From an optimization exercise on the open Yosys and OpenROAD flow, aimed at small area; shortcuts taken in it are not production practice.
In this exercise RTL edits were held to simulation tests only and were not proved equivalent to the original.
No driver is modelled on the clock port, so clocking that relies on it looks cheaper here than on a real chip.
No activity file was given, so power comes from the tool's default toggle rates.

==> flow/design.v <==
module speed_rx(
	input clk,
	input bps_start,
	output clk_bps,
	output at_436
    );
localparam [9:0] INV = 10'b1110100010;
localparam [9:0] LOAD = 10'b0001100011;	 
localparam [9:0] G = 10'b0011100110;	 
localparam [9:0] J = 10'b0000100000;	 
localparam [9:0] JUMP = 10'b0000101000;	 
reg [9:0] t;
wire [9:0] s = t ^ INV;
assign clk_bps = ~s[0] & ~s[1] & s[2] & ~s[4] & ~s[5] & ~s[6] & ~s[7] & ~s[8];
assign at_436 = ~s[0] & ~s[1] & ~s[2] & s[3] & ~s[4] & ~s[6] & ~s[8] & ~s[9];
wire [9:0] shifted = {s[8:0], s[6] ^ s[9]};
wire [9:0] counted = clk_bps ? (shifted & ~J) | (JUMP & J) : shifted;
wire [9:0] s_next = bps_start ? counted : (counted & ~G) | (LOAD & G);
always @(posedge clk)
	t <= s_next ^ INV;
endmodule
module speed_tx(
	input clk,
	input bps_start,
	output clk_bps
    );
localparam [9:0] INV = 10'b0011000100;
localparam [9:0] LOAD = 10'b0011000000;	 
localparam [9:0] G = 10'b0101000100;	 
localparam [9:0] J = 10'b0100001000;	 
localparam [9:0] JUMP = 10'b0000100001;	 
reg [9:0] t;
wire [9:0] s = t ^ INV;
assign clk_bps = ~s[0] & ~s[1] & s[2] & ~s[3] & s[4] & ~s[5] & ~s[6] & s[7] & ~s[8];
wire [9:0] shifted = {s[8:0], s[2] ^ s[9]};
wire [9:0] counted = clk_bps ? (shifted & ~J) | (JUMP & J) : shifted;
wire [9:0] s_next = bps_start ? counted : (counted & ~G) | (LOAD & G);
always @(posedge clk)
	t <= s_next ^ INV;
endmodule
module uart_rx(
	input clk,
	input rst_n,
	input uart_rx,
	input clk_bps,
	input at_436,
	output bps_start,
	output [7:0] rx_data,
	output rx_done
    );
reg [2:0] q;
wire neg_uart_rx = q[2];
always @(posedge clk or negedge rst_n) begin
	if (!rst_n)
		q <= 3'b000;
	else
		q <= {~uart_rx & q[1] & ~q[0], q[0] & (uart_rx | q[1]), uart_rx};
end
reg rx_int;
reg sr0;
reg [8:1] srs;
localparam [8:1] SRINV = 8'b10110100;
wire [8:1] sr = srs ^ SRINV;
wire last = sr0 & at_436;
always @(posedge clk or negedge rst_n) begin
	if (!rst_n)
		rx_int <= 1'b0;
	else if (neg_uart_rx)
		rx_int <= 1'b1;
	else if (last)
		rx_int <= 1'b0;
end
always @(posedge clk or negedge rst_n) begin
	if (!rst_n)
		sr0 <= 1'b1;
	else if (clk_bps)
		sr0 <= sr[1] & ~sr0;
end
always @(posedge clk) begin
	if (clk_bps)
		srs <= (sr0 ? 8'b1000_0000 : {uart_rx, sr[8:2]}) ^ SRINV;
end
assign bps_start = rx_int;
assign rx_data = sr[8:1];
assign rx_done = last & ~neg_uart_rx;
endmodule
module uart_tx(
	input clk,
	input rst_n,
	input clk_bps,
	input [7:0] rx_data,
	input [12:0] x_axis,
	input [12:0] y_axis,
	input [12:0] z_axis,
	input rx_done,
	output uart_tx,
	output bps_start
    );
reg [1:0] d;
wire go = d[1] & ~d[0];
always @(posedge clk or negedge rst_n) begin
	if (!rst_n)
		d <= 2'b00;
	else
		d <= {d[0], rx_done | (d[0] & ~d[1])};
end
wire cmd = ~rx_data[7] & rx_data[6] & rx_data[4] & rx_data[3] & ~rx_data[2];
wire sx = cmd & ~rx_data[1] & ~rx_data[0];
wire sy = cmd & ~rx_data[1] & rx_data[0];
wire sz = cmd & rx_data[1] & ~rx_data[0];
wire sxl = sx & rx_data[5], syl = sy & rx_data[5], szl = sz & rx_data[5];
wire sxh = sx & ~rx_data[5], syh = sy & ~rx_data[5], szh = sz & ~rx_data[5];
wire [7:0] lo = (x_axis[7:0] & {8{sxl}}) | (y_axis[7:0] & {8{syl}}) | (z_axis[7:0] & {8{szl}});
wire [4:0] hi = (x_axis[12:8] & {5{sxh}}) | (y_axis[12:8] & {5{syh}}) | (z_axis[12:8] & {5{szh}});
wire [7:0] reply = lo | {{3{hi[4]}}, hi};
reg [7:0] tx_data;
always @(posedge clk) begin
	if (go)
		tx_data <= reply;
end
reg [3:0] m;
reg uart_tx_r;
wire idle = m[3] & ~m[1] & m[0];	 
always @(posedge clk or negedge rst_n) begin
	if (!rst_n) begin
		m <= 4'd9;
		uart_tx_r <= 1'b1;
	end else begin
		if (go & idle)
			m <= 4'd15;
		else if (clk_bps)
			m <= m + 1'b1;
		if (clk_bps)
			uart_tx_r <= m[3] ? ~m[0] : tx_data[m[2:0]];
	end
end
assign uart_tx = uart_tx_r;
assign bps_start = ~idle;
endmodule
module uart_axis_bridge(
	input clk,
	input rst_n,
	input uart_rx,
	input [12:0] x_axis,
	input [12:0] y_axis,
	input [12:0] z_axis,
	output uart_tx
    );
wire bps_start1,bps_start2;
wire clk_bps1,clk_bps2;
wire at_436_1;
wire [7:0] rx_data;
wire rx_done;
speed_rx speed_rx(
	.clk(clk),
	.bps_start(bps_start1),
	.clk_bps(clk_bps1),
	.at_436(at_436_1)
);
uart_rx rx_i(
	.clk(clk),
	.rst_n(rst_n),
	.uart_rx(uart_rx),
	.clk_bps(clk_bps1),
	.at_436(at_436_1),
	.bps_start(bps_start1),
	.rx_data(rx_data),
	.rx_done(rx_done)
);
speed_tx speed_tx(
	.clk(clk),
	.bps_start(bps_start2),
	.clk_bps(clk_bps2)
);
uart_tx tx_i(
	.clk(clk),
	.rst_n(rst_n),
	.clk_bps(clk_bps2),
	.rx_data(rx_data),
	.x_axis(x_axis),
	.y_axis(y_axis),
	.z_axis(z_axis),
	.rx_done(rx_done),
	.uart_tx(uart_tx),
	.bps_start(bps_start2)
);
endmodule
Settings: LEC_CHECK=0, CAP_MARGIN=0, CORE_MARGIN=2, CORE_UTILIZATION=40, SLEW_MARGIN=0; clock period 10.0 ns.
standard.sh (not shown) runs the stock make flow with config.mk's settings and CLKGATE_MAP_FILE= SYNTH_SCRIPT=/design/flow/synth_recipe.tcl, a recipe that flattens the netlist after the stock synthesis.
==> flow/flow/run.sh <==
#!/bin/bash
# The standard layout, with four changes: ABC maps the logic for area, the
# port buffers are the smallest buffer cell, CTS adds no dummy loads and
# builds the tree of small buffers, and after CTS fix_clk.tcl makes the
# leaf buffers stronger only where a flip-flop clock pin would see a slow
# edge (and the root buffer, which drives only buffers, smaller).
set -euo pipefail
here=$(pwd)
export AREA_ABC_SCRIPT=$here/flow/abc.script
export BUFFER_PORTS_ARGS="-buffer_cell sky130_fd_sc_hd__buf_1"
export CTS_ARGS="-sink_clustering_enable -repair_clock_nets -dont_use_dummy_load -root_buf sky130_fd_sc_hd__clkbuf_4 -buf_list sky130_fd_sc_hd__clkbuf_4"
export POST_CTS_TCL=$here/flow/fix_clk.tcl
export CLK_SLEW_TARGET=0.115
export CLK_BUF_BIG=sky130_fd_sc_hd__clkbuf_8
export CLK_ROOT_BUF=sky130_fd_sc_hd__clkbuf_1
bash standard.sh SYNTH_SCRIPT=$here/flow/synth.tcl finish > make_finish.log 2>&1
Other scripts of this flow, unchanged in this note and not shown: flow/flow/abc.script, flow/flow/fix_clk.tcl, flow/flow/synth.tcl
Change:
- CAP_MARGIN: 0 -> 20
- CORE_UTILIZATION: 40 -> 55
- PLACE_DENSITY: not set -> 0.7
- SLEW_MARGIN: 0 -> 20
=>
- hold slack stays flat
- worst setup slack gets better by 0.10 ns
- global-route usage increases by 4.3 points
- via count goes down by 1.7%
Change:
- CORE_UTILIZATION: 55 -> 70
- PLACE_DENSITY: 0.7 -> 0.85
Count of clock-buffer cells in the layout is unchanged.
Utilization rose by 16 points.
Setup slack degrades by 0.062 ns.
Change:
- CORE_UTILIZATION: 70 -> 40
- PLACE_DENSITY: 0.85 -> not set
- die area rises by 69%
- worst hold slack degrades by 0.0051 ns
- total power is higher by 1.9%

re-timing with driven ports:
In the flow no input, the clock included, has a driving cell. The finished layouts below were timed again as built, in two steps.
Step 1 sets driving cells, clkbuf_16 on the clock port and buf_2 on the other inputs (assumed; they add their load-dependent delay and slew).
Step 2 times the ports against the registers' clock, not the clock port: input delays grow and output delays shrink by t, the midpoint of the rising clock arrivals with the driver on.
Slacks: ideal ports / drivers / drivers and shift; pairs: ideal ports / drivers.
| run | t (ns) | slack for setup (ns) | hold WS [ns] |
|---|---|---|---|
| the first run | 0.534 | 6.815 / 6.791 / 6.977 | 0.357 / 0.357 / 0.357 |
| the second run | 0.436 | 6.918 / 6.894 / 6.971 | 0.358 / 0.358 / 0.358 |
| the third run | 0.495 | 6.856 / 6.836 / 6.886 | 0.362 / 0.362 / 0.362 |
| the fourth run | 0.534 | 6.815 / 6.791 / 6.977 | 0.357 / 0.357 / 0.357 |
After both steps setup and hold are still met in every run listed.
